What follows belongs to an exercise in optimizing a design on an open flow for small area and a short achievable clock period; a production flow would make more cautious choices.
The RTL was checked by simulation tests, not by an equivalence proof against the original design.

Design ks_vandana_fp_div, start of the top module:
module ks_vandana_fp_div(
	a1,
	b1,
	c,
	clk
);
	input wire [31:0] a1;
	input wire [31:0] b1;
	input wire clk;
	output wire [31:0] c;
	localparam integer K1 = 3;
	wire        sc0 = a1[31] ^ b1[31];
	wire [7:0]  e0  = (a1[30:23] - b1[30:23]) + 8'd127;
	wire        q1  = a1[22] | ~b1[22];
	wire [26:0] ys [2:13];
	wire [26:0] yc [2:13];
	wire [23:0] mbv [1:13];
	wire [2:0]  dig [2:13];    
	wire [24:0] vs, vc;        
	assign mbv[1] = {1'b1, b1[22:0]};
	assign ys[2] = {2'b00, 1'b1, a1[22:0], q1};
	assign yc[2] = q1 ? ~{1'b0, 1'b1, b1[22:0], 2'b00} : 27'd0;
	reg        sc1, sc2;
	reg [7:0]  e1, e2;
	reg [22:0] mb1;
	reg [26:0] ys1, yc1;
	reg [24:0] vs2, vc2;
	reg        q1_1, q1_2;
	reg [3*K1-1:3] dg1;         
	reg [35:0] dg2;             
	genvar j;
	generate
		for (j = 2; j <= 13; j = j + 1) begin : step
			wire [26:0] s_in, c_in;
			wire [23:0] mb;
			if (j == K1 + 1) begin : from1
				assign s_in = ys1;
				assign c_in = yc1;
				assign mb = {1'b1, mb1};
			end else begin : direct
				assign s_in = ys[j];
				assign c_in = yc[j];
				assign mb = mbv[j-1];
			end
			assign mbv[j] = mb;
			wire qpos, two, one;
			r4_sel u_sel (.sh(s_in[26:20]), .ch(c_in[26:20]), .di(mb[22:20]),
				.qpos(qpos), .two(two), .one(one));
			wire [2:0] q = {qpos, two, one};
			wire [24:0] so, co;
			wire [24:0] mbl = {1'b0, mb};
			wire [24:0] mbh = {mb, 1'b0};
			genvar i;
			for (i = (j == 2) ? 0 : 2; i < 25; i = i + 1) begin : bt
				wire m = ((one & mbl[i]) | (two & mbh[i])) ^ qpos;
  ...
Size in the first run: about 180 flip-flops, roughly 97 I/O pins.
==> flow/config.mk <==
export PLATFORM = sky130hd
export DESIGN_NAME = ks_vandana_fp_div
export DESIGN_NICKNAME = ks_vandana_fp_div
export VERILOG_FILES = /design/flow/design.v
export SDC_FILE = /design/flow/constraint.sdc
export NUM_CORES = 4
export LEC_CHECK = 0
export CAP_MARGIN = 20
export CORE_MARGIN = 2
export CORE_UTILIZATION = 40
export CTS_BUF_LIST = sky130_fd_sc_hd__clkbuf_8
export SLEW_MARGIN = 20
export SYNTH_HIERARCHICAL = 1
==> flow/constraint.sdc <==
create_clock -name core_clock -period 120.0 [get_ports {clk}]
set_input_delay 24.0000 -clock core_clock [delete_from_list [all_inputs] [get_ports {clk}]]
set_output_delay 24.0000 -clock core_clock [all_outputs]
set_load 0.01 [all_outputs]
standard.sh (not shown) runs the stock make flow with config.mk's settings and CLKGATE_MAP_FILE= SYNTH_SCRIPT=/design/flow/synth_recipe.tcl, a recipe that flattens the netlist after the stock synthesis.
==> flow/flow/run.sh <==
#!/bin/bash
# The standard layout (standard.sh), with the input and output ports
# buffered by the two-drive buffer cell instead of the flow's default one.
# The full output of the flow goes to flow.log in this folder.
export BUFFER_PORTS_ARGS="-buffer_cell sky130_fd_sc_hd__buf_2"
bash standard.sh > flow.log 2>&1
The baseline ran to the end with no violations.
Change:
==> flow/run.sh (new file) <==
#!/bin/bash
# synth_recipe.tcl (not shown) runs the flow's synth.tcl, then flattens the netlist and writes it again
# the make line also repeats each setting of config.mk as NAME=value (left out here)
make -C /OpenROAD-flow-scripts/flow DESIGN_CONFIG=/design/flow/config.mk WORK_HOME=/design/flow/orfs CLKGATE_MAP_FILE= SYNTH_SCRIPT=/design/flow/synth_recipe.tcl finish
Settings changed: CAP_MARGIN 20 to 0, CTS_BUF_LIST sky130_fd_sc_hd__clkbuf_8 to unset, SLEW_MARGIN 20 to 0.
removed: flow/flow/run.sh
removed: flow/standard.sh
Result: Setup slack is worse by 0.15 ns; flip-flop and latch count stays the same.
Change:
Settings changed: ABC_AREA set to 1, CAP_MARGIN 0 to 20, SLEW_MARGIN 0 to 20.
Sequential share of layout area is lower by 0.90 points.
Fmax is lower by 8.0%.
Critical path depth is higher by 50.
Die area is higher by 8.4%.
Clock-buffer cell count is higher by 1.
Worst setup slack is worse by 2.9 ns.
Non-clock buffer count is lower by 15.
Change:
==> flow/flow/run.sh (new file) <==
#!/bin/bash
# The standard layout (standard.sh), with the input and output ports
# buffered by the smallest buffer cell instead of the flow's default one.
# The full output of the flow goes to flow.log in this folder.
export BUFFER_PORTS_ARGS="-buffer_cell sky130_fd_sc_hd__buf_1"
bash standard.sh > flow.log 2>&1
==> flow/standard.sh (new file) <==
#!/bin/bash
# synth_recipe.tcl (not shown) runs the flow's synth.tcl, then flattens the netlist and writes it again
# the make line also repeats each setting of config.mk as NAME=value (left out here)
make -C /OpenROAD-flow-scripts/flow DESIGN_CONFIG=/design/flow/config.mk WORK_HOME=/design/flow/orfs CLKGATE_MAP_FILE= SYNTH_SCRIPT=/design/flow/synth_recipe.tcl "${@:-finish}"
Settings changed: ABC_AREA 1 to unset.
removed: flow/run.sh
Worst setup slack gets better by 1.9 ns.
Core utilization went down by 0.19 points.
Change:
==> flow/flow/run.sh (replaced) <==
#!/bin/bash
# The standard layout (standard.sh), with the input and output ports
# buffered by the two-drive buffer cell instead of the flow's default one.
# The full output of the flow goes to flow.log in this folder.
export BUFFER_PORTS_ARGS="-buffer_cell sky130_fd_sc_hd__buf_2"
bash standard.sh > flow.log 2>&1
Settings changed: CTS_BUF_LIST set to sky130_fd_sc_hd__clkbuf_8, SLEW_MARGIN 20 to 90.
=> This time the run stopped in global routing on DPL-0038. Area after synthesis stays the same. Synthesized cell count does not change.

[what the ideal ports hide]
The flow's constraints put no driver on any port. The routed layouts listed below were extracted and timed again, unchanged, in two steps. Step 1 (the two cells are an assumption about what drives the block):
set clk [get_ports {clk}]
set_driving_cell -lib_cell sky130_fd_sc_hd__clkbuf_16 $clk
set_driving_cell -lib_cell sky130_fd_sc_hd__buf_2 [delete_from_list [all_inputs] $clk]
Step 2 moves the port delays by t, midway between the first and last clock arrival at a register: inputs arrive t later, outputs are due t later. That takes back most of the time a late clock gives input paths. Slacks: no drivers / after step 1 / after step 2; pairs: no drivers / after step 1.
run	shift t [ns]	slack for setup (ns)	worst setup path after step 2
the first run	0.554	86.940 / 86.940 / 86.940	register to register
the second run	0.508	86.790 / 86.790 / 86.790	register to register
the third run	0.528	83.902 / 83.902 / 83.902	register to register
the fourth run	0.513	85.782 / 85.782 / 85.782	register to register
After both steps setup and hold are still met in every run listed.
